This is an optimization exercise on Yosys and OpenROAD, whose aim is small area, not a production implementation.
Function was checked by simulation only, so behaviour that the tests miss may differ from the original.
The clock port is modelled as an ideal driver; clocking choices that lean on that would not hold on a real chip.

Design spaceinvaders, start of the top module:
module spaceinvaders(
    input            CLOCK_50,
    input            resetn,
    input    [9:0]   SW,
    output   [6:0]   HEX0,
    output   [8:0]   VGA_X,
    output   [8:0]   VGA_Y,
    output   [2:0]   VGA_COLOUR,
    output           VGA_PLOT
    );
Size: roughly 510 cells after synthesis, roughly 0.0038 sq mm of cells after synthesis.
Settings: LEC_CHECK=0, CAP_MARGIN=20, CORE_MARGIN=2, CORE_UTILIZATION=40, SLEW_MARGIN=20; clock period 10.0 ns.
standard.sh (not shown) runs the stock make flow with config.mk's settings and CLKGATE_MAP_FILE= SYNTH_SCRIPT=/design/flow/synth_recipe.tcl, a recipe that flattens the netlist after the stock synthesis.
==> flow/flow/run.sh <==
#!/bin/bash
# Own layout flow:
#  1. the standard synthesis (standard.sh synth), unchanged;
#  2. the combinational logic between the registers is re-mapped for area by
#     ABC with a few scripts (flow/*.abc); the smallest netlist is kept. The
#     registers keep their instances, names and cell types;
#  3. the standard layout (standard.sh finish) with one-size port buffers
#     and a clock tree of clkbuf_4 without dummy loads.
# Each tool writes its full output to a log file in this folder.
set -euo pipefail
R=orfs/results/$FLOW_PLATFORM/spaceinvaders/base
LIB=$FLOW_HOME/platforms/$FLOW_PLATFORM/lib/sky130_fd_sc_hd__tt_025C_1v80.lib
bash standard.sh synth > 1_synth.log 2>&1
cp $R/1_2_yosys.v $R/1_2_yosys_std.v
best=""; bestA=""
for s in flow/*.abc; do
  n=$(basename $s .abc)
  RS_LIB=$LIB RS_IN=$R/1_2_yosys_std.v RS_OUT=$R/rs_$n.v RS_ABC=$PWD/$s \
    yosys -c flow/resynth.tcl > 2_resynth_$n.log 2>&1 &
done
wait
for s in flow/*.abc; do
  n=$(basename $s .abc)
  a=$(grep "Chip area" 2_resynth_$n.log | tail -1 | awk '{print $NF}')
  echo "$n $a" >> 2_resynth_areas.log
  if [[ -n "$a" ]] && { [[ -z "$bestA" ]] || awk "BEGIN{exit !($a < $bestA)}"; }; then best=$n; bestA=$a; fi
done
echo "best $best $bestA" >> 2_resynth_areas.log
cp $R/rs_$best.v $R/1_2_yosys.v
bash standard.sh \
  "CTS_ARGS=-sink_clustering_enable -repair_clock_nets -dont_use_dummy_load -buf_list sky130_fd_sc_hd__clkbuf_4 -root_buf sky130_fd_sc_hd__clkbuf_4" \
  "BUFFER_PORTS_ARGS=-buffer_cell sky130_fd_sc_hd__buf_1" \
  "PRE_CTS_TCL=$PWD/flow/pre_cts.tcl" \
  finish > 3_layout.log 2>&1
==> flow/flow/pre_cts.tcl <==
# Clock tree by hand, run before ORFS's CTS step: the clock port drives four
# clkbuf_8 leaf buffers, each driving the registers of one quarter of the
# placed registers (split at the median x, then the median y). ORFS's
# clock_tree_synthesis is then told to skip these nets.
set cell sky130_fd_sc_hd__clkbuf_8
set block [ord::get_db_block]
set net [$block findNet CLOCK_50]
set sinks {}
foreach it [$net getITerms] {
  if {[$it isInputSignal]} {
    set inst [$it getInst]
    set loc [$inst getLocation]
    lappend sinks [list [lindex $loc 0] [lindex $loc 1] "[$inst getName]/[[$it getMTerm] getName]"]
  }
}
proc split2 {lst idx} {
  set s [lsort -integer -index $idx $lst]
  set h [expr {[llength $s] / 2}]
  return [list [lrange $s 0 [expr {$h - 1}]] [lrange $s $h end]]
}
set groups {}
foreach half [split2 $sinks 0] {
  foreach q [split2 $half 1] { lappend groups $q }
}
set i 0
foreach g $groups {
  set pins {}; set sx 0; set sy 0
  foreach s $g {
    lappend pins [get_pins [lindex $s 2]]
    set sx [expr {$sx + [lindex $s 0]}]; set sy [expr {$sy + [lindex $s 1]}]
  }
  set n [llength $g]
  set x [expr {$sx / $n / 1000.0}]; set y [expr {$sy / $n / 1000.0}]
  insert_buffer -buffer_cell $cell -net CLOCK_50 -load_pins $pins -location [list $x $y] \
    -buffer_name clkleaf_$i -net_name clknet_leaf_$i
  incr i
}
set skip [list CLOCK_50]
foreach it [[$block findNet CLOCK_50] getITerms] {
  foreach o [[$it getInst] getITerms] {
    if {[$o isOutputSignal]} {
      [$o getNet] setSigType CLOCK
      lappend skip [[$o getNet] getName]
    }
  }
}
puts "Hand-built clock tree: [llength $groups] leaf buffers; CTS skips $skip"
set_cts_config -skip_nets $skip
Other scripts of this flow, unchanged in this note and not shown: flow/flow/c3.abc, flow/flow/d1.abc, flow/flow/d2.abc, flow/flow/d6.abc, flow/flow/resynth.tcl
The baseline completed without violations.
==> next run, changes <==
--- a/flow/flow/run.sh
+++ b/flow/flow/run.sh
@@ -33 +33 @@
-  "PRE_CTS_TCL=$PWD/flow/pre_cts.tcl" \
+  CORE_UTILIZATION=70 \
removed: flow/flow/pre_cts.tcl
Wire length decreases by about 5%.
Flip-flop and latch count does not change.
Global-route usage climbs by 15 points.
First-iteration DRC count is higher by about 60%.
==> next run, changes <==
--- a/flow/flow/run.sh
+++ b/flow/flow/run.sh
@@ -33 +33,2 @@
-  CORE_UTILIZATION=70 \
+  "PRE_CTS_TCL=$PWD/flow/pre_cts.tcl" \
+  MATCH_CELL_FOOTPRINT=0 \
==> flow/flow/pre_cts.tcl (new file) <==
# Clock tree by hand, run before ORFS's CTS step: the clock port drives four
# clkbuf_8 leaf buffers, each driving the registers of one quarter of the
# placed registers (split at the median x, then the median y). ORFS's
# clock_tree_synthesis is then told to skip these nets.
set cell sky130_fd_sc_hd__clkbuf_8
set block [ord::get_db_block]
set net [$block findNet CLOCK_50]
set sinks {}
foreach it [$net getITerms] {
  if {[$it isInputSignal]} {
    set inst [$it getInst]
    set loc [$inst getLocation]
    lappend sinks [list [lindex $loc 0] [lindex $loc 1] "[$inst getName]/[[$it getMTerm] getName]"]
  }
}
proc split2 {lst idx} {
  set s [lsort -integer -index $idx $lst]
  set h [expr {[llength $s] / 2}]
  return [list [lrange $s 0 [expr {$h - 1}]] [lrange $s $h end]]
}
set groups {}
foreach half [split2 $sinks 0] {
  foreach q [split2 $half 1] { lappend groups $q }
}
set i 0
foreach g $groups {
  set pins {}; set sx 0; set sy 0
  foreach s $g {
    lappend pins [get_pins [lindex $s 2]]
    set sx [expr {$sx + [lindex $s 0]}]; set sy [expr {$sy + [lindex $s 1]}]
  }
  set n [llength $g]
  set x [expr {$sx / $n / 1000.0}]; set y [expr {$sy / $n / 1000.0}]
  insert_buffer -buffer_cell $cell -net CLOCK_50 -load_pins $pins -location [list $x $y] \
    -buffer_name clkleaf_$i -net_name clknet_leaf_$i
  incr i
}
set skip [list CLOCK_50]
foreach it [[$block findNet CLOCK_50] getITerms] {
  foreach o [[$it getInst] getITerms] {
    if {[$o isOutputSignal]} {
      [$o getNet] setSigType CLOCK
      lappend skip [[$o getNet] getName]
    }
  }
}
puts "Hand-built clock tree: [llength $groups] leaf buffers; CTS skips $skip"
set_cts_config -skip_nets $skip
What happened: Final area grows by 1.7%. Cell count is higher by 8.8%.
==> next run, changes <==
--- a/flow/flow/run.sh
+++ b/flow/flow/run.sh
@@ -33,2 +32,0 @@
-  "PRE_CTS_TCL=$PWD/flow/pre_cts.tcl" \
-  MATCH_CELL_FOOTPRINT=0 \
removed: flow/flow/pre_cts.tcl
=>
- routed wire length came out higher slightly
- final cell count increases slightly
- register-to-register slack got worse by 0.09 ns
- fmax falls by a few percent
- utilization went up by 0.13 points
- synthesized area is unchanged
- design area stays flat
- die area stays the same

static timing again, ports no longer ideal:
In the flow no input, the clock included, has a driving cell. The finished layouts below were timed again as built, in two steps.
Step 1 assumes that a clkbuf_16 drives the clock port and a buf_2 every other input.
Step 2 times the ports against the registers' clock, not the clock port: input delays grow and output delays shrink by t, the midpoint of the rising clock arrivals with the driver on.
Slacks: ideal ports / drivers / drivers and shift; pairs: ideal ports / drivers.
run | t (ns) | setup slack, ns | slew at the worst register clock pin (ns)
the first run | 0.218 | 2.103 / 2.039 / 2.257 | 0.10 / 0.10
the second run | 0.435 | 1.746 / 1.717 / 2.153 | 0.10 / 0.10
the third run | 0.218 | 2.103 / 2.039 / 2.257 | 0.10 / 0.10
the fourth run | 0.431 | 1.801 / 1.770 / 2.201 | 0.11 / 0.11
After both steps every run listed still meets setup and hold.
